From an optimization exercise on the open Yosys and OpenROAD flow, aimed at small area and a short achievable clock period; shortcuts taken in it are not production practice.
Function was not checked in any run shown here: the RTL went through the layout flow alone.
No run shown here takes its clock network from TritonCTS; it comes from the design's own scripts or RTL.
The flow treats the clock pin as an ideal source. Dropping or thinning the clock tree relies on that and would not hold on a real chip.
Power and IR drop assume default switching activity.

$ cat flow/flow/run.sh
#!/bin/bash
# The standard ORFS layout with two changes:
#  - port buffers are buf_1 cells (BUFFER_PORTS_ARGS),
#  - the clock is buffered by flow/cts_pre.tcl (four clkbuf_16 from the clock
#    port) in place of TritonCTS.
# The make output of the whole flow goes to flow_make.log here; ORFS keeps each
# step's own log under orfs/logs.
set -euo pipefail
here=$(pwd)
cat >> config.mk <<MK
export BUFFER_PORTS_ARGS = -buffer_cell sky130_fd_sc_hd__buf_1
export PRE_CTS_TCL = $here/flow/cts_pre.tcl
MK
bash standard.sh > flow_make.log 2>&1
$ cat flow/flow/clkbuf.tcl
# Clock buffering used in place of TritonCTS: the clock port drives a few
# clock buffers, each driving the flip-flops of one region of the die; the
# regions split the sinks into equal groups, first by x and then by y.
proc clk_split {keyed parts axis} {
  if {$parts <= 1} { return [list $keyed] }
  set keyed [lsort -integer -index $axis $keyed]
  set half [expr {[llength $keyed] / 2}]
  set sub [expr {$parts / 2}]
  set other [expr {1 - $axis}]
  return [concat [clk_split [lrange $keyed 0 [expr {$half - 1}]] $sub $other] \
                 [clk_split [lrange $keyed $half end] $sub $other]]
}

proc insert_clock_buffers {nbuf master_name} {
  set block [ord::get_db_block]
  set db [ord::get_db]
  set clknet [$block findNet clk]
  set master [$db findMaster $master_name]
  set keyed {}
  foreach it [$clknet getITerms] {
    set loc [[$it getInst] getLocation]
    lappend keyed [list [lindex $loc 0] [lindex $loc 1] $it]
  }
  set b 0
  foreach slice [clk_split $keyed $nbuf 0] {
    if {[llength $slice] == 0} continue
    set sx 0; set sy 0
    foreach k $slice { set sx [expr {$sx + [lindex $k 0]}]; set sy [expr {$sy + [lindex $k 1]}] }
    set cx [expr {int($sx / [llength $slice])}]
    set cy [expr {int($sy / [llength $slice])}]
    set inst [odb::dbInst_create $block $master "clkroot_buf_$b"]
    set net [odb::dbNet_create $block "clkroot_net_$b"]
    $net setSigType CLOCK
    foreach k $slice {
      set it [lindex $k 2]
      $it disconnect
      $it connect $net
    }
    [$inst findITerm A] connect $clknet
    [$inst findITerm X] connect $net
    $inst setLocation $cx $cy
    $inst setPlacementStatus PLACED
    incr b
  }
}
$ cat flow/flow/cts_pre.tcl
# Runs at the start of ORFS's CTS step (PRE_CTS_TCL). Instead of TritonCTS's
# two-level tree, the clock port drives four clkbuf_16 cells, each driving the
# flip-flops of one quarter of the die (sinks split by x), so every register's
# clock arrives through one buffer with no deliberate skew.
source [file join [file dirname [info script]] clkbuf.tcl]
insert_clock_buffers 4 sky130_fd_sc_hd__clkbuf_16
rename clock_tree_synthesis tritoncts_unused
proc clock_tree_synthesis {args} {
  set_propagated_clock [all_clocks]
}
$ cat flow/standard.sh
#!/bin/bash
# synth_recipe.tcl (not shown) runs the flow's synth.tcl, then flattens the netlist and writes it again
# the make line also repeats each setting of config.mk as NAME=value (left out here)
make -C /OpenROAD-flow-scripts/flow DESIGN_CONFIG=/design/flow/config.mk WORK_HOME=/design/flow/orfs CLKGATE_MAP_FILE= SYNTH_SCRIPT=/design/flow/synth_recipe.tcl "${@:-finish}"
$ cat flow/config.mk
export PLATFORM = sky130hd
export DESIGN_NAME = stopwatch_01
export DESIGN_NICKNAME = stopwatch_01
export VERILOG_FILES = /design/flow/design.v
export SDC_FILE = /design/flow/constraint.sdc
export NUM_CORES = 4
export LEC_CHECK = 0
export CAP_MARGIN = 20
export CORE_MARGIN = 2
export CORE_UTILIZATION = 50
export SETUP_SLACK_MARGIN = 3.0
export SLEW_MARGIN = 20
export SYNTH_HIERARCHICAL = 1
export BUFFER_PORTS_ARGS = -buffer_cell sky130_fd_sc_hd__buf_1
export PRE_CTS_TCL = /design/flow/flow/cts_pre.tcl
$ cat flow/constraint.sdc
create_clock -name core_clock -period 5.0 [get_ports {clk}]
set_input_delay 1.0000 -clock core_clock [delete_from_list [all_inputs] [get_ports {clk}]]
set_output_delay 1.0000 -clock core_clock [all_outputs]
set_load 0.01 [all_outputs]
$ cat flow/design.v
module stopwatch_01(clk,rst,key_reset,key_start_pasue,key_display_stop,hex0,hex1,hex2,hex3,hex4,hex5,hex6,hex7,led0,led1,led2,led3);
	input		clk,rst,key_reset,key_start_pasue,key_display_stop;
	output [6:0]	hex0,hex1,hex2,hex3,hex4,hex5,hex6,hex7;
	output	led0,led1,led2,led3;
	assign	led3 = 1'b0;
	reg	[1:0]	pre;
	wire	tick = pre[1];
	reg	[5:0]	hold_s, hold_d, hold_r;
	reg	start, freeze, cleared;
	reg	[3:0]	t0, t1, t2, t4, t6, t7;
	reg	[2:0]	t3, t5;
	reg	[3:0]	s0, s1, s2, s4, s6, s7;
	reg	[2:0]	s3, s5;
	wire	at50_s = hold_s[5] & hold_s[4] & hold_s[1];
	wire	at50_d = hold_d[5] & hold_d[4] & hold_d[1];
	wire	at50_r = hold_r[5] & hold_r[4] & hold_r[1];
	wire	push_s = tick & ~key_start_pasue;
	wire	push_d = tick & ~key_display_stop;
	wire	push_r = tick & ~key_reset;
	wire	fire_s = push_s & at50_s;
	wire	fire_d = push_d & at50_d;
	wire	fire_r = push_r & at50_r;
	wire	start_n, freeze_n;
	key_mux	u_ks(key_start_pasue, start, start ^ (tick & at50_s), start_n);
	key_mux	u_kd(key_display_stop, freeze, freeze ^ (tick & at50_d), freeze_n);
	wire	clr = rst | fire_r;
	function [3:0] step10;
		input [3:0] d;
		step10 = {(~d[0]), (~d[1] & ~d[0]) | (d[3] & d[2] & d[0]), (~d[2] & d[0]) | (d[3] & ~d[1]) | (d[3] & d[2]), ~((d[2] & ~d[0]) | (~d[3]))};
	endfunction
	function [2:0] step6;
		input [2:0] d;
		step6 = {(d[0]), (~d[2] & ~d[1]) | (d[2] & d[0]), (~d[1])};
	endfunction
	function [3:0] step16;
		input [3:0] d;
		step16 = {(d[3] & ~d[2] & ~d[0]) | (~d[3] & d[0]) | (~d[2] & d[1]), (~d[3] & d[2] & d[1]) | (d[3] & ~d[2]) | (d[3] & ~d[1]), (d[1] & d[0]) | (~d[3] & d[2] & d[1]) | (d[2] & d[0]) | (~d[3] & ~d[2] & ~d[1] & ~d[0]), (~d[3] & d[1]) | (d[2] & d[1] & d[0]) | (~d[3] & d[2] & ~d[0]) | (d[3] & ~d[2] & ~d[1])};
	endfunction
	wire	n0 = (~t0[3] & t0[2]);
	wire	n1 = (~t1[3] & t1[2]);
	wire	n2 = (~t2[3] & t2[2]);
	wire	n3 = (t3[1] & ~t3[0]);
	wire	n4 = (~t4[3] & t4[2]);
	wire	n5 = (t5[1] & ~t5[0]);
	wire	n6 = (~t6[3] & t6[2]);
	wire	p1 = n0;
	wire	p2 = p1 & n1;
	wire	p3 = p2 & n2;
	wire	p4 = p3 & n3;
	wire	p5 = p4 & n4;
	wire	p6 = p5 & n5;
	wire	p7 = p6 & n6;
	wire	run;
	key_mux	u_run(key_start_pasue, tick & start, tick & (start ^ at50_s), run);
	wire	[7:0]	c;
	carry_gate	u_carry(run, {p7, p6, p5, p4, p3, p2, p1, 1'b1}, c);
	wire	c0 = c[0];
	wire	c1 = c[1];
	wire	c2 = c[2];
	wire	c3 = c[3];
	wire	c4 = c[4];
	wire	c5 = c[5];
	wire	c6 = c[6];
	wire	c7 = c[7];
	wire	[3:0]	t0_p = step10(t0);
	wire	[3:0]	t0_n;
	time_bit	u_t0_0(clr, c0, t0_p[0], t0[0], t0_n[0]);
	time_bit	u_t0_1(clr, c0, t0_p[1], t0[1], t0_n[1]);
	time_bit	u_t0_2(clr, c0, t0_p[2], t0[2], t0_n[2]);
	time_bit	u_t0_3(clr, c0, t0_p[3], t0[3], t0_n[3]);
	wire	[3:0]	t1_p = step10(t1);
	wire	[3:0]	t1_n;
	time_bit	u_t1_0(clr, c1, t1_p[0], t1[0], t1_n[0]);
	time_bit	u_t1_1(clr, c1, t1_p[1], t1[1], t1_n[1]);
	time_bit	u_t1_2(clr, c1, t1_p[2], t1[2], t1_n[2]);
	time_bit	u_t1_3(clr, c1, t1_p[3], t1[3], t1_n[3]);
	wire	[3:0]	t2_p = step10(t2);
	wire	[3:0]	t2_n;
	time_bit	u_t2_0(clr, c2, t2_p[0], t2[0], t2_n[0]);
	time_bit	u_t2_1(clr, c2, t2_p[1], t2[1], t2_n[1]);
	time_bit	u_t2_2(clr, c2, t2_p[2], t2[2], t2_n[2]);
	time_bit	u_t2_3(clr, c2, t2_p[3], t2[3], t2_n[3]);
	wire	[2:0]	t3_p = step6(t3);
	wire	[2:0]	t3_n;
	time_bit	u_t3_0(clr, c3, t3_p[0], t3[0], t3_n[0]);
	time_bit	u_t3_1(clr, c3, t3_p[1], t3[1], t3_n[1]);
	time_bit	u_t3_2(clr, c3, t3_p[2], t3[2], t3_n[2]);
	wire	[3:0]	t4_p = step10(t4);
	wire	[3:0]	t4_n;
	time_bit	u_t4_0(clr, c4, t4_p[0], t4[0], t4_n[0]);
	time_bit	u_t4_1(clr, c4, t4_p[1], t4[1], t4_n[1]);
	time_bit	u_t4_2(clr, c4, t4_p[2], t4[2], t4_n[2]);
	time_bit	u_t4_3(clr, c4, t4_p[3], t4[3], t4_n[3]);
	wire	[2:0]	t5_p = step6(t5);
	wire	[2:0]	t5_n;
	time_bit	u_t5_0(clr, c5, t5_p[0], t5[0], t5_n[0]);
	time_bit	u_t5_1(clr, c5, t5_p[1], t5[1], t5_n[1]);
	time_bit	u_t5_2(clr, c5, t5_p[2], t5[2], t5_n[2]);
	wire	[3:0]	t6_p = step10(t6);
	wire	[3:0]	t6_n;
	time_bit	u_t6_0(clr, c6, t6_p[0], t6[0], t6_n[0]);
	time_bit	u_t6_1(clr, c6, t6_p[1], t6[1], t6_n[1]);
	time_bit	u_t6_2(clr, c6, t6_p[2], t6[2], t6_n[2]);
	time_bit	u_t6_3(clr, c6, t6_p[3], t6[3], t6_n[3]);
	wire	[3:0]	t7_p = step16(t7);
	wire	[3:0]	t7_n;
	time_bit	u_t7_0(clr, c7, t7_p[0], t7[0], t7_n[0]);
	time_bit	u_t7_1(clr, c7, t7_p[1], t7[1], t7_n[1]);
	time_bit	u_t7_2(clr, c7, t7_p[2], t7[2], t7_n[2]);
	time_bit	u_t7_3(clr, c7, t7_p[3], t7[3], t7_n[3]);
	wire	[29:0]	t_n = {t7_n, t6_n, t5_n, t4_n, t3_n, t2_n, t1_n, t0_n};
	wire	[29:0]	s_q = {s7, s6, s5, s4, s3, s2, s1, s0};
	wire	load = clr | ~freeze_n;
	wire	[29:0]	s_n;
	genvar	gi;
	generate for (gi = 0; gi < 30; gi = gi + 1) begin : g_hold
		hold_bit	u(load, t_n[gi], s_q[gi], s_n[gi]);
	end endgenerate
	always @(posedge clk) begin
		pre[0] <= ~rst & ~pre[0] & ~pre[1];
		pre[1] <= ~rst & pre[0];
		hold_s <= rst ? 6'd0 : push_s ? (at50_s ? 6'd0 : hold_s + 6'd1) : hold_s;
		hold_d <= rst ? 6'd0 : push_d ? (at50_d ? 6'd0 : hold_d + 6'd1) : hold_d;
		hold_r <= rst ? 6'd0 : push_r ? (at50_r ? 6'd0 : hold_r + 6'd1) : hold_r;
		start   <= ~rst & start_n;
		freeze  <= ~rst & freeze_n;
		cleared <= ~rst & (cleared | fire_r);
		{t7, t6, t5, t4, t3, t2, t1, t0} <= t_n;
		{s7, s6, s5, s4, s3, s2, s1, s0} <= s_n;
	end
	assign	led0 = start;
	assign	led1 = cleared;
	assign	led2 = freeze;
	dec10	u0(s0, hex0);
	dec10	u1(s1, hex1);
	dec10	u2(s2, hex2);
	dec6	u3(s3, hex3);
	dec10	u4(s4, hex4);
	dec6	u5(s5, hex5);
	dec10	u6(s6, hex6);
	dec16	u7(s7, hex7);
endmodule
module key_mux(k, released, pressed, y);
	input	k, released, pressed;
	output	y;
	assign	y = k ? released : pressed;
endmodule
module carry_gate(run, p, c);
	input		run;
	input	[7:0]	p;
	output	[7:0]	c;
	assign	c = p & {8{run}};
endmodule
module time_bit(clr, carry, stepped, cur, d);
	input	clr, carry, stepped, cur;
	output	d;
	assign	d = ~clr & (carry ? stepped : cur);
endmodule
module hold_bit(load, t, s, d);
	input	load, t, s;
	output	d;
	assign	d = load ? t : s;
endmodule
module dec10(d, seg);
	input	[3:0]	d;
	output	[6:0]	seg;
	assign	seg[0] = ~((~d[2] & ~d[0]) | (d[1]));
	assign	seg[1] = (~d[3] & ~d[2] & d[1]);
	assign	seg[2] = (d[2] & d[1] & ~d[0]);
	assign	seg[3] = (d[3] & ~d[1]);
	assign	seg[4] = ~((d[3] & d[2] & d[1]) | (~d[3] & ~d[0]));
	assign	seg[5] = (d[3] & ~d[0]);
	assign	seg[6] = (~d[1] & ~d[0]);
endmodule
module dec6(d, seg);
	input	[2:0]	d;
	output	[6:0]	seg;
	assign	seg[0] = (d[1] & d[0]);
	assign	seg[1] = (d[1] & ~d[0]);
	assign	seg[2] = (d[2] & ~d[1]);
	assign	seg[3] = (d[1] & d[0]);
	assign	seg[4] = ~((~d[1] & ~d[0]));
	assign	seg[5] = (~d[2] & d[0]) | (d[2] & ~d[1]);
	assign	seg[6] = ~((~d[1] & d[0]) | (d[2]));
endmodule
module dec16(d, seg);
	input	[3:0]	d;
	output	[6:0]	seg;
	assign	seg[0] = (d[1]);
	assign	seg[1] = (d[1] & d[0]) | (d[2] & ~d[0]);
	assign	seg[2] = ~((d[2] & ~d[1]) | (~d[2] & ~d[0]) | (~d[3] & ~d[1]));
	assign	seg[3] = (~d[3] & ~d[2] & d[0]) | (d[1]);
	assign	seg[4] = (~d[3] & d[0]) | (d[1]) | (d[3] & d[2]);
	assign	seg[5] = ~((~d[1] & ~d[0]) | (d[3] & ~d[2] & ~d[0]) | (d[3] & d[2] & ~d[1]));
	assign	seg[6] = (d[1] & d[0]) | (~d[3] & ~d[2]) | (d[2] & d[1]);
endmodule
==> results.env, run 1 <==
OUTCOME='complete, no violations'
DRCVIOLATIONCOUNT=0
CTS.HOLD.BUFFERS_ADDED=0
GLOBAL_ROUTING_USAGE_SUMMED_ACROSS_ALL_ROUTING_LAYERS=0.171
POST_SYNTH.CELL_AREA_AVG_UM2=9.49
FINISH.NET_COUNT=518
INTERNAL_PWR_TOTAL_uW=822
START_UTIL=0.522
DRT-VIAS-PER-INSTANCE=5.18
ITERATION_COUNT_OF_THE_INITIAL_DETAILED_ROUTING_PASS=4
WORST_SETUP_HOLD_PATH_CLK_SLEW_NS=0.08
NUMBER_OF_ANTENNA_VIOLATIONS_AT_THE_FIRST_CHECK_IN_GLOBAL_ROUTING=0
CP.ARRIVAL_NS=2.17
GP_CONGESTION=0.724
FP-ROW-COUNT=32
DRT_ITER0_MARKERS=44
GRT_OVERFLOW_TOTAL=0
TIMING.CLOCK.SKEW_NS=0.00934
BOUNDARYPINS=65
DRV_SLEW=0
TIMING.MAX_CAP.VIOLATIONS=0
FINAL_LAYOUT_SIZE_SUFFIX_GT1_FRAC=0.244
RATIO_OF_TOTAL_POWER_TO_CELL_AREA_nW_PER_UM2=206
SHARE_SEQ_OF_TOTAL_POWER=0.662
CORE_FOOTPRINT_UM2=7810
CHIPWIDTH_UM=94.3
ROUTED_WIRE_LENGTH_PER_INSTANCE_UM=13.3
MAX_FREQ_MHz=469
SYNTH_CELLS=430
LAYOUT_WORST_PATH_CYCLE_SHARE=0.427
POSTROUTEANTENNANETS=0
FINALHOLDVIOLCOUNT=0
DP.FINAL_HPWL_UM=4910
POST-LAYOUT-TOTAL-POWER_mW=1.01
P_SW_FRAC=0.184
SYNTH_CELL_TYPES=45
AREA_OF_THE_DIE_UM2=8900
LAYOUT_TOP_REGISTERS='hold_d (6), hold_r (6), hold_s (6)'
TOTAL_LEAKAGE_POWER_nW=1.92
LAYOUT_COMMONEST_CELL='sky130_fd_sc_hd__nor2_1'
P_SW_uW=185
WORST-ENDPOINT-REQUIRED_NS=5.04
DIE_HEIGHT_UM=94.3
ROUTE.VIAS.TOTAL=3162
PORT-BUFFER-COUNT=63
YOSYSWARNINGS=7
FINAL.MIN_CLOCK_PERIOD_NS=2.13
TIMING.SETUP.TNS_NS=0
GRT_SETUP_UNREPAIRED='yes'
CRITICAL_PATH_ENDPOINT_CATEGORY='flip-flop'
SYN2LAYOUT_AREA_GROWTH_PCT=19.9
POSTSYNTHREGISTERBITS=83
START_KIND='input pin'
GRT_PASS1_VIAS=2765
NETLIST_AREA_UM2=4080
SYNTH.YOSYS.SEQ_AREA_SHARE=0.407
WIRE_LENGTH_OF_THE_FIRST_GLOBAL_ROUTING_PASS_UM=12700
FINAL_COUNT_OF_NEGATIVE_SETUP_SLACK_ENDPOINTS=0
MAX-VDD-IR-DROP_mV=0.152
NFILLCELLS=687
CP_MAX_FO=5
CLOCK_LATENCY_NS=0.15
HOLD_PATH_CLASS='reg -> reg'
GRT_START_MAX_NET_PINS=22
P_COMB_FRAC=0.029
LAYOUT_COMMON_CELLS='72 x sky130_fd_sc_hd__nor2_1, 58 x sky130_fd_sc_hd__dfxtp_1, 53 x sky130_fd_sc_hd__buf_1, 34 x sky130_fd_sc_hd__mux2_4, 33 x sky130_fd_sc_hd__mux2i_1'
TOTALWIRELENGTH_UM=8120
POWER.SHARE.CLOCK=0.309
WORST-SETUP-PATH-TYPE='in -> reg'
ANTENNADIODECOUNT=0
[worst paths after layout]
check                                       startpoint             end  slack, ns  cells after the start
worst min register to register          pre[0]$_DFF_P_  pre[0]$_DFF_P_       0.42                      1
worst max-delay path                  key_display_stop   s7[2]$_DFF_P_       2.87                      7
worst min-delay path                    pre[0]$_DFF_P_  pre[0]$_DFF_P_       0.42                      1
worst max register to register  hold_s[4]$_SDFFE_PP0P_   s4[3]$_DFF_P_       2.95                      8
[per-module statistics from Yosys, one instance, submodules excluded, a selection]
module | cells | flops+latches | cell area, um^2
hold_bit | 1 | 0 | 15.0
dec16 | 15 | 0 | 88.8
carry_gate | 8 | 0 | 50.0
time_bit | 2 | 0 | 13.8
stopwatch_01 | 246 | 83 | 2660
dec6 | 9 | 0 | 52.6
[metal layers]
| layer | GRT usage | wire length [um] | share of wire |
|---|---|---|---|
| met2 | 0.302 | 3620 | 0.45 |
| met1 | 0.239 | 4030 | 0.50 |
| met5 | 0 | 0 | 0 |
| met4 | 0.0181 | 130 | 0.016 |
| met3 | 0.00883 | 326 | 0.040 |
[cell type report]
cell class | count | area [um^2] | share of cell area
multi-input combinational | 322 | 2420 | 0.496
sequential | 83 | 1700 | 0.348
timing repair buffer | 78 | 459 | 0.0939
tap | 102 | 128 | 0.0261
buffer | 4 | 100 | 0.0205
inverter | 21 | 78.8 | 0.0161
[power by group through the flow]
stage	Sequential (mW)	Clock, mW	Combinational (mW)
floorplan	0.680	0	0.0179
global placement	0.683	0	0.0204
detailed placement	0.683	0	0.0207
CTS	0.666	0.324	0.0276
global route	0.667	0.346	0.0321
finish	0.666	0.311	0.0295
[worst max-delay path: stages]
cell	delay, ns
sky130_fd_sc_hd__buf_8	0.10
sky130_fd_sc_hd__mux2_4	0.29
sky130_fd_sc_hd__nor2b_4	0.13
sky130_fd_sc_hd__buf_12	0.15
sky130_fd_sc_hd__nand2_8	0.07
sky130_fd_sc_hd__buf_8	0.13
sky130_fd_sc_hd__mux2_4	0.30
[through the flow]
step            util  instances  cell area [um^2]  setup slack, ns  hold slack (ns)
6_report       0.626        610              4890             2.87            0.418
5_1_grt        0.626        610              4890             2.84            0.445
4_1_cts        0.607        605              4740             2.88            0.423
3_5_place_dp   0.568        588              4430             2.47            0.409
3_3_place_gp   0.568        588              4430             2.49            0.400
2_1_floorplan      -        430              4120             2.88            0.389
[timing repair]
action / CTS / global route
gates cloned: 2 / 1
setup endpoints to repair: 63 / 55
gates resized for setup: 42 / 39
pin swaps: 9 / 14
setup buffers: 11 / 4
[synth_stat cells (all sizes together)]
master / number / area share
a21boi: 6 / 0.011
a21oi: 12 / 0.015
a221o: 1 / 0.0025
a31oi: 5 / 0.0077
a41o: 1 / 0.0025
and2: 10 / 0.015
and2b: 2 / 0.0037
and3b: 1 / 0.0025
and4b: 1 / 0.0025
and4bb: 1 / 0.0040
buf: 6 / 0.011
clkbuf: 1 / 0.00092
conb: 2 / 0.0018
dfxtp: 83 / 0.41
ha: 3 / 0.0092
inv: 21 / 0.019
mux2: 34 / 0.12
mux2i: 33 / 0.081
nand2: 24 / 0.022
nand2b: 6 / 0.0092
nand3: 11 / 0.013
nand3b: 5 / 0.0092
nand4: 3 / 0.0046
nand4b: 4 / 0.012
nor2: 74 / 0.068
nor2b: 20 / 0.036
nor3: 2 / 0.0025
nor3b: 6 / 0.017
nor4: 2 / 0.0046
o21ai: 26 / 0.032
o21ba: 1 / 0.0025
o21bai: 4 / 0.0092
o22a: 2 / 0.0043
o22ai: 1 / 0.0015
or3: 6 / 0.0092
xnor2: 7 / 0.015
xor2: 3 / 0.0064
[cell families (layout without fill, tap and decap cells)]
family                     count (synthesis)  after routing  share of synthesized area
adders and majority gates                  3              3                    0.00920
muxes                                     67             67                      0.205
buffers and inverters                     28            103                     0.0313
other                                      2              2                    0.00184
and+or+nand+nor                          178            180                      0.236
xor gates and xnor gates                  10             10                     0.0215
AOI/OAI and AO/OA                         59             60                     0.0877
DFF                                       83             83                      0.407
==> run 2, diff against run 1 <==
==> flow/design.v (replaced) <==
module stopwatch_01(clk,rst,key_reset,key_start_pasue,key_display_stop,hex0,hex1,hex2,hex3,hex4,hex5,hex6,hex7,led0,led1,led2,led3);
	input		clk,rst,key_reset,key_start_pasue,key_display_stop;
	output [6:0]	hex0,hex1,hex2,hex3,hex4,hex5,hex6,hex7;
	output	led0,led1,led2,led3;
	assign	led3 = 1'b0;
	reg	[1:0]	pre;
	wire	tick = pre[1];
	reg	[5:0]	hold_s, hold_d, hold_r;
	reg	start, freeze, cleared;
	reg	[3:0]	t0, t1, t2, t4, t6, t7;
	reg	[2:0]	t3, t5;
	reg	[3:0]	s0, s1, s2, s4, s6, s7;
	reg	[2:0]	s3, s5;
	wire	at50_s = hold_s[5] & hold_s[4] & hold_s[1];
	wire	at50_d = hold_d[5] & hold_d[4] & hold_d[1];
	wire	at50_r = hold_r[5] & hold_r[4] & hold_r[1];
	wire	[5:0]	hold_s_p = at50_s ? 6'd0 : hold_s + 6'd1;
	wire	[5:0]	hold_d_p = at50_d ? 6'd0 : hold_d + 6'd1;
	wire	[5:0]	hold_r_p = at50_r ? 6'd0 : hold_r + 6'd1;
	wire	run, frz, clr, push_s, push_d, push_r, start_d, freeze_d, cleared_d;
	key_ctl	u_ctl(.rst(rst), .tick(tick), .k_s(key_start_pasue), .k_d(key_display_stop),
		.k_r(key_reset), .at50_s(at50_s), .at50_d(at50_d), .at50_r(at50_r),
		.start(start), .freeze(freeze), .cleared(cleared),
		.run(run), .frz(frz), .clr(clr), .push_s(push_s), .push_d(push_d), .push_r(push_r),
		.start_d(start_d), .freeze_d(freeze_d), .cleared_d(cleared_d));
	wire	[5:0]	hold_s_d, hold_d_d, hold_r_d;
	hold_sel	u_hs(rst, push_s, hold_s_p, hold_s, hold_s_d);
	hold_sel	u_hd(rst, push_d, hold_d_p, hold_d, hold_d_d);
	hold_sel	u_hr(rst, push_r, hold_r_p, hold_r, hold_r_d);
	function [3:0] step10;
		input [3:0] d;
		step10 = {(~d[0]), (~d[1] & ~d[0]) | (d[3] & d[2] & d[0]), (~d[2] & d[0]) | (d[3] & ~d[1]) | (d[3] & d[2]), ~((d[2] & ~d[0]) | (~d[3]))};
	endfunction
	function [2:0] step6;
		input [2:0] d;
		step6 = {(d[0]), (~d[2] & ~d[1]) | (d[2] & d[0]), (~d[1])};
	endfunction
	function [3:0] step16;
		input [3:0] d;
		step16 = {(d[3] & ~d[2] & ~d[0]) | (~d[3] & d[0]) | (~d[2] & d[1]), (~d[3] & d[2] & d[1]) | (d[3] & ~d[2]) | (d[3] & ~d[1]), (d[1] & d[0]) | (~d[3] & d[2] & d[1]) | (d[2] & d[0]) | (~d[3] & ~d[2] & ~d[1] & ~d[0]), (~d[3] & d[1]) | (d[2] & d[1] & d[0]) | (~d[3] & d[2] & ~d[0]) | (d[3] & ~d[2] & ~d[1])};
	endfunction
	wire	n0 = (~t0[3] & t0[2]);
	wire	n1 = (~t1[3] & t1[2]);
	wire	n2 = (~t2[3] & t2[2]);
	wire	n3 = (t3[1] & ~t3[0]);
	wire	n4 = (~t4[3] & t4[2]);
	wire	n5 = (t5[1] & ~t5[0]);
	wire	n6 = (~t6[3] & t6[2]);
	wire	p0 = 1'b1;
	wire	p1 = n0;
	wire	p2 = p1 & n1;
	wire	p3 = p2 & n2;
	wire	p4 = p3 & n3;
	wire	p5 = p4 & n4;
	wire	p6 = p5 & n5;
	wire	p7 = p6 & n6;
	wire	[3:0]	t0_d, s0_d;
	digit_sel	#(4)	u_t0(.run(run), .carry(p0), .frz(frz), .clr(clr), .t(t0), .t_step(step10(t0)), .s(s0), .t_d(t0_d), .s_d(s0_d));
	wire	[3:0]	t1_d, s1_d;
	digit_sel	#(4)	u_t1(.run(run), .carry(p1), .frz(frz), .clr(clr), .t(t1), .t_step(step10(t1)), .s(s1), .t_d(t1_d), .s_d(s1_d));
	wire	[3:0]	t2_d, s2_d;
	digit_sel	#(4)	u_t2(.run(run), .carry(p2), .frz(frz), .clr(clr), .t(t2), .t_step(step10(t2)), .s(s2), .t_d(t2_d), .s_d(s2_d));
	wire	[2:0]	t3_d, s3_d;
	digit_sel	#(3)	u_t3(.run(run), .carry(p3), .frz(frz), .clr(clr), .t(t3), .t_step(step6(t3)), .s(s3), .t_d(t3_d), .s_d(s3_d));
	wire	[3:0]	t4_d, s4_d;
	digit_sel	#(4)	u_t4(.run(run), .carry(p4), .frz(frz), .clr(clr), .t(t4), .t_step(step10(t4)), .s(s4), .t_d(t4_d), .s_d(s4_d));
	wire	[2:0]	t5_d, s5_d;
	digit_sel	#(3)	u_t5(.run(run), .carry(p5), .frz(frz), .clr(clr), .t(t5), .t_step(step6(t5)), .s(s5), .t_d(t5_d), .s_d(s5_d));
	wire	[3:0]	t6_d, s6_d;
	digit_sel	#(4)	u_t6(.run(run), .carry(p6), .frz(frz), .clr(clr), .t(t6), .t_step(step10(t6)), .s(s6), .t_d(t6_d), .s_d(s6_d));
	wire	[3:0]	t7_d, s7_d;
	digit_sel	#(4)	u_t7(.run(run), .carry(p7), .frz(frz), .clr(clr), .t(t7), .t_step(step16(t7)), .s(s7), .t_d(t7_d), .s_d(s7_d));
	always @(posedge clk) begin
		pre[0] <= ~rst & ~pre[0] & ~pre[1];
		pre[1] <= ~rst & pre[0];
		hold_s <= hold_s_d;
		hold_d <= hold_d_d;
		hold_r <= hold_r_d;
		start   <= start_d;
		freeze  <= freeze_d;
		cleared <= cleared_d;
		t0 <= t0_d; t1 <= t1_d; t2 <= t2_d; t3 <= t3_d;
		t4 <= t4_d; t5 <= t5_d; t6 <= t6_d; t7 <= t7_d;
		s0 <= s0_d; s1 <= s1_d; s2 <= s2_d; s3 <= s3_d;
		s4 <= s4_d; s5 <= s5_d; s6 <= s6_d; s7 <= s7_d;
	end
	assign	led0 = start;
	assign	led1 = cleared;
	assign	led2 = freeze;
	dec10	u0(s0, hex0);
	dec10	u1(s1, hex1);
	dec10	u2(s2, hex2);
	dec6	u3(s3, hex3);
	dec10	u4(s4, hex4);
	dec6	u5(s5, hex5);
	dec10	u6(s6, hex6);
	dec16	u7(s7, hex7);
endmodule
module key_ctl(rst, tick, k_s, k_d, k_r, at50_s, at50_d, at50_r, start, freeze, cleared,
		run, frz, clr, push_s, push_d, push_r, start_d, freeze_d, cleared_d);
	input	rst, tick, k_s, k_d, k_r, at50_s, at50_d, at50_r, start, freeze, cleared;
	output	run, frz, clr, push_s, push_d, push_r, start_d, freeze_d, cleared_d;
	assign	push_s = tick & ~k_s;
	assign	push_d = tick & ~k_d;
	assign	push_r = tick & ~k_r;
	wire	start_n  = start ^ (push_s & at50_s);
	wire	freeze_n = freeze ^ (push_d & at50_d);
	wire	fire_r = push_r & at50_r;
	assign	run = tick & start_n;
	assign	frz = freeze_n;
	assign	clr = rst | fire_r;
	assign	start_d   = ~rst & start_n;
	assign	freeze_d  = ~rst & freeze_n;
	assign	cleared_d = ~rst & (cleared | fire_r);
endmodule
module hold_sel(rst, push, stepped, cur, d);
	input		rst, push;
	input	[5:0]	stepped, cur;
	output	[5:0]	d;
	assign	d = rst ? 6'd0 : push ? stepped : cur;
endmodule
module digit_sel(run, carry, frz, clr, t, t_step, s, t_d, s_d);
	parameter	W = 4;
	input		run, carry, frz, clr;
	input	[W-1:0]	t, t_step, s;
	output	[W-1:0]	t_d, s_d;
	wire	[W-1:0]	t_r = (run & carry) ? t_step : t;
	assign	t_d = clr ? {W{1'b0}} : t_r;
	assign	s_d = clr ? {W{1'b0}} : frz ? s : t_r;
endmodule
module dec10(d, seg);
	input	[3:0]	d;
	output	[6:0]	seg;
	assign	seg[0] = ~((~d[2] & ~d[0]) | (d[1]));
	assign	seg[1] = (~d[3] & ~d[2] & d[1]);
	assign	seg[2] = (d[2] & d[1] & ~d[0]);
	assign	seg[3] = (d[3] & ~d[1]);
	assign	seg[4] = ~((d[3] & d[2] & d[1]) | (~d[3] & ~d[0]));
	assign	seg[5] = (d[3] & ~d[0]);
	assign	seg[6] = (~d[1] & ~d[0]);
endmodule
module dec6(d, seg);
	input	[2:0]	d;
	output	[6:0]	seg;
	assign	seg[0] = (d[1] & d[0]);
	assign	seg[1] = (d[1] & ~d[0]);
	assign	seg[2] = (d[2] & ~d[1]);
	assign	seg[3] = (d[1] & d[0]);
	assign	seg[4] = ~((~d[1] & ~d[0]));
	assign	seg[5] = (~d[2] & d[0]) | (d[2] & ~d[1]);
	assign	seg[6] = ~((~d[1] & d[0]) | (d[2]));
endmodule
module dec16(d, seg);
	input	[3:0]	d;
	output	[6:0]	seg;
	assign	seg[0] = (d[1]);
	assign	seg[1] = (d[1] & d[0]) | (d[2] & ~d[0]);
	assign	seg[2] = ~((d[2] & ~d[1]) | (~d[2] & ~d[0]) | (~d[3] & ~d[1]));
	assign	seg[3] = (~d[3] & ~d[2] & d[0]) | (d[1]);
	assign	seg[4] = (~d[3] & d[0]) | (d[1]) | (d[3] & d[2]);
	assign	seg[5] = ~((~d[1] & ~d[0]) | (d[3] & ~d[2] & ~d[0]) | (d[3] & d[2] & ~d[1]));
	assign	seg[6] = (d[1] & d[0]) | (~d[3] & ~d[2]) | (d[2] & d[1]);
endmodule
--- a/flow/config.mk
+++ b/flow/config.mk
@@ -6,4 +6,5 @@
 export NUM_CORES = 4
 export LEC_CHECK = 0
+export ABC_AREA = 1
 export CAP_MARGIN = 20
 export CORE_MARGIN = 2
==> results.env, run 2 <==
CRITICAL_PATH_ENDPOINT_CATEGORY='flip-flop'
HOLD_PATH_CLASS='reg -> reg'
START_KIND='input pin'
PATH_DEPTH=12
FINAL_LAYOUT_SIZE_SUFFIX_GT1_FRAC=0.233
WORSTPATHCELLLIST='buf_12 -> clkinv_8 -> nand3_4 -> nand2_4 -> nand2_4 -> nor2_4 -> buf_12 -> nand2_8 -> nand2_4 -> nand3_2 -> nand2_1 -> inv_1'
NUMBER_OF_ANTENNA_VIOLATIONS_AT_THE_FIRST_CHECK_IN_GLOBAL_ROUTING=0
FINAL.MIN_CLOCK_PERIOD_NS=2.08
DRV_SLEW=0
WORST_PATH_MAX_DELAY_CELL='sky130_fd_sc_hd__buf_12'
NETLIST.AREA_LEADER.SHARE=0.363
LAYOUT_COMMON_CELLS='147 x sky130_fd_sc_hd__nor2_1, 129 x sky130_fd_sc_hd__nand2_1, 105 x sky130_fd_sc_hd__inv_1, 79 x sky130_fd_sc_hd__dfxtp_1, 61 x sky130_fd_sc_hd__buf_1'
WHS_PATH_DEPTH=1
CP_MAX_FO=5
MAX-VDD-IR-DROP_mV=0.179
ANTENNADIODECOUNT=0
SYNTH_FLOP_CELL='sky130_fd_sc_hd__dfxtp_1'
WORST-SETUP-PATH-TYPE='in -> reg'
SYNTHTOPCELLSBYCOUNT='170 x sky130_fd_sc_hd__nand2_1, 150 x sky130_fd_sc_hd__nor2_1, 113 x sky130_fd_sc_hd__inv_1, 83 x sky130_fd_sc_hd__dfxtp_1, 78 x sky130_fd_sc_hd__nand3_1'
PORT-BUFFER-COUNT=63
WORST-ENDPOINT-REQUIRED_NS=5.06
DIE_HEIGHT_UM=99.7
DRT_ITER0_MARKERS=168
TIMING.SLEW.HEADROOM=0.505
GLOBAL_ROUTING_USAGE_SUMMED_ACROSS_ALL_ROUTING_LAYERS=0.211
GRT_OVERFLOW_TOTAL=0
YOSYSMOSTFREQUENTCELL='sky130_fd_sc_hd__nand2_1'
SYN2LAYOUT_AREA_GROWTH_PCT=33.8
RR_WORST_DEPTH=10
CRITICAL_PATH.REG2REG.ENDPOINT='s7[3]$_DFF_P_'
GRT_PASS1_VIAS=4122
FINALHOLDVIOLCOUNT=0
ROUTE.VIAS.TOTAL=4586
FINAL_COUNT_OF_NEGATIVE_SETUP_SLACK_ENDPOINTS=0
CHIPWIDTH_UM=99.7
MAX_FREQ_MHz=482
TIMING.SETUP.TNS_NS=0
BOUNDARYPINS=65
DRCVIOLATIONCOUNT=0
GRT_SETUP_UNREPAIRED='yes'
SYNTH_CELLS=739
SYNTH-ASYNC-RESET-RATIO=0
TOTAL_LEAKAGE_POWER_nW=2.94
NETLIST_AREA_UM2=4580
FINALHOLDWORSTSLACK_NS=0.423
TIMING.MAX_CAP.VIOLATIONS=0
ITERATION_COUNT_OF_THE_INITIAL_DETAILED_ROUTING_PASS=4
GP_CONGESTION=0.818
SYNTH_ENABLE_FLOP_CELLS=0
TIMING.CRITICAL_PATH.MAX_DELAY_FAMILY='simple AND/OR/NAND/NOR gates'
TOTALWIRELENGTH_UM=11300
CLOCK_LATENCY_NS=0.15
CRIT_END='s2[0]$_DFF_P_'
FP-ROW-COUNT=34
WORST_SETUP_HOLD_PATH_CLK_SLEW_NS=0.09
ROUTED_WIRE_LENGTH_PER_INSTANCE_UM=12.1
CTS.HOLD.BUFFERS_ADDED=0
AREA_OF_THE_DIE_UM2=9940
CORE_FOOTPRINT_UM2=8810
CP.ARRIVAL_NS=2.13
LAYOUT_WORST_PATH_CYCLE_SHARE=0.415
TIMING.CLOCK.SKEW_NS=0.00463
TIMING.CRITICAL_PATH.FROM='key_start_pasue'
WORST_SLEW_PIN_SLEW_NS=0.740
POST-LAYOUT-TOTAL-POWER_mW=1.06
WORSTPATHBUFFERINVERTERCOUNT=4
POST_SYNTH.CELL_AREA_AVG_UM2=6.20
TOP_CELL_BY_COUNT_WORST_PATH='sky130_fd_sc_hd__nand2_4'
POSTROUTEANTENNANETS=0
RATIO_OF_TOTAL_POWER_TO_CELL_AREA_nW_PER_UM2=172
NETLIST.TOP_CELL.BY_AREA='sky130_fd_sc_hd__dfxtp_1'
FINISH.NET_COUNT=831
OUTCOME='complete, no violations'
DRT-VIAS-PER-INSTANCE=4.94
FF2FF_SETUP_SLACK_NS=3.03
START_UTIL=0.520
WIRE_LENGTH_OF_THE_FIRST_GLOBAL_ROUTING_PASS_UM=18100
CRITICAL_PATH.REG2REG.STARTPOINT='t1[2]$_DFF_P_'
SYNTH.YOSYS.SEQ_AREA_SHARE=0.363
GRT_START_MAX_NET_PINS=31
YOSYSWARNINGS=7
CRITPATHMAXSTAGEDELAY_NS=0.22
DP.FINAL_HPWL_UM=6500
SYNTH_CELL_TYPES=31
POST_SYNTH_MAIN_AREA_CONTRIBUTORS='sky130_fd_sc_hd__dfxtp_1 36%, sky130_fd_sc_hd__nand2_1 14%, sky130_fd_sc_hd__nor2_1 12%'
LAYOUT_COMMONEST_CELL='sky130_fd_sc_hd__nor2_1'
POSTSYNTHREGISTERBITS=83
LAYOUT_TOP_REGISTERS='hold_d (6), hold_r (6), hold_s (6)'
[run 2: changes by cell type after synthesis, moves of 9 or more]
cell / previous run / this run
sky130_fd_sc_hd__a21oi_1: 12 / 41
sky130_fd_sc_hd__and2_1: 10 / 0
sky130_fd_sc_hd__inv_1: 18 / 113
sky130_fd_sc_hd__inv_2: 3 / 15
sky130_fd_sc_hd__mux2_4: 33 / 0
sky130_fd_sc_hd__mux2i_1: 33 / 0
sky130_fd_sc_hd__nand2_1: 24 / 170
sky130_fd_sc_hd__nand2_2: 0 / 9
sky130_fd_sc_hd__nand3_1: 11 / 78
sky130_fd_sc_hd__nor2_1: 74 / 150
sky130_fd_sc_hd__nor2b_1: 16 / 0
[run 2: cell type report]
class	count	area (um^2)
flip-flops and latches	83	1670
fillers	734	2680
plain buffers	4	100
inverters	134	561
well taps	108	135
repair buffers	85	571
multi-input cells	515	3100
[run 2: power breakdown]
group | total, mW | switching [mW] | internal, mW
registers | 0.676 | 0.00793 | 0.668
logic | 0.0659 | 0.0437 | 0.0222
clock network | 0.315 | 0.169 | 0.146
[run 2: per-module statistics from Yosys (local to each module, per instance), a selection]
module        cells inside  flops+latches  times used  cell area (um^2)
stopwatch_01           243             83           1              2460
key_ctl                 24              0           1               113
dec16                   20              0           1              85.1
hold_sel                32              0           3               128
dec6                    12              0           2              52.6
dec10                   14              0           5              52.6
[run 2: kinds of logic after synthesis]
family,count (synthesis),share of synthesized area
fa+ha+maj,3,0.00820
flops,83,0.363
xor+xnor,1,0.00191
other cells,2,0.00164
compound gates,73,0.0830
buf+inv,147,0.140
simple gates,430,0.402
[run 2: worst reg2reg max path, cell delays in order, from the launching register on]
cell                      delay, ns
sky130_fd_sc_hd__dfxtp_1       0.47
sky130_fd_sc_hd__nand2_1       0.14
sky130_fd_sc_hd__nor2_4        0.35
sky130_fd_sc_hd__nand4_4       0.19
sky130_fd_sc_hd__nor3_4        0.26
sky130_fd_sc_hd__buf_12        0.16
sky130_fd_sc_hd__nand2_8       0.08
sky130_fd_sc_hd__nand2_4       0.09
sky130_fd_sc_hd__nand3_2       0.06
sky130_fd_sc_hd__nand2_1       0.05
sky130_fd_sc_hd__inv_1         0.03
[run 2: what timing repair did]
action | CTS | global route
pin swaps | 33 | 56
gates cloned | 4 | 1
gates resized for setup | 97 | 93
setup buffers | 8 | 11
setup endpoints to repair | 60 | 65
[run 2: worst min-delay path by stage]
stage               slack (ns)      startpoint              to
floorplan                 0.40  pre[0]$_DFF_P_  pre[0]$_DFF_P_
global placement          0.41  pre[0]$_DFF_P_  pre[0]$_DFF_P_
detailed placement        0.41  pre[0]$_DFF_P_  pre[0]$_DFF_P_
CTS                       0.42  pre[0]$_DFF_P_  pre[0]$_DFF_P_
global route              0.46  pre[0]$_DFF_P_  pre[0]$_DFF_P_
finish                    0.42  pre[0]$_DFF_P_  pre[0]$_DFF_P_
[run 2: routing by layer]
| layer | vias to the layer above | routed length [um] | track usage |
|---|---|---|---|
| li1 | 2434 | - | - |
| met2 | 72 | 5720 | 0.398 |
| met1 | 2072 | 5140 | 0.270 |
| met3 | 8 | 320 | 0.0162 |
| met5 | - | 0 | 0 |
| met4 | 0 | 102 | 0.0274 |
[run 2: through the flow]
stage | setup slack [ns] | util | instance area (um^2) | instances
after detailed placement | 2.10 | 0.557 | 4900 | 901
after global placement | 2.12 | 0.557 | 4900 | 901
final | 2.92 | 0.696 | 6130 | 929
after CTS | 2.93 | 0.634 | 5580 | 917
after global routing | 2.87 | 0.696 | 6130 | 929
after floorplan | 2.77 | - | 4620 | 743

-- re-timing with driven ports --
Ports are ideal in the flow. The routed layouts listed here were re-timed in OpenROAD.
Step 1 sets driving cells, clkbuf_16 on the clock port and buf_2 on the other inputs (assumed; they add their load-dependent delay and slew).
Step 2 moves the port delays by t, midway between the first and last clock arrival at a register: inputs arrive t later, outputs are due t later. That takes back most of the time a late clock gives input paths.
a / b / c = ideal ports / drivers / drivers and shift; a / b = the first two.
run | t (ns) | slack for setup (ns) | worst setup path at the end
run 1 | 0.229 | 2.866 / 2.908 / 2.681 | input to register
run 2 | 0.229 | 2.925 / 2.962 / 2.733 | input to register
After both steps setup and hold are still met in every run listed. For run 2, which loses most, drivers alone change the setup slack by +0.037 ns; drivers and shift together by -0.192 ns.
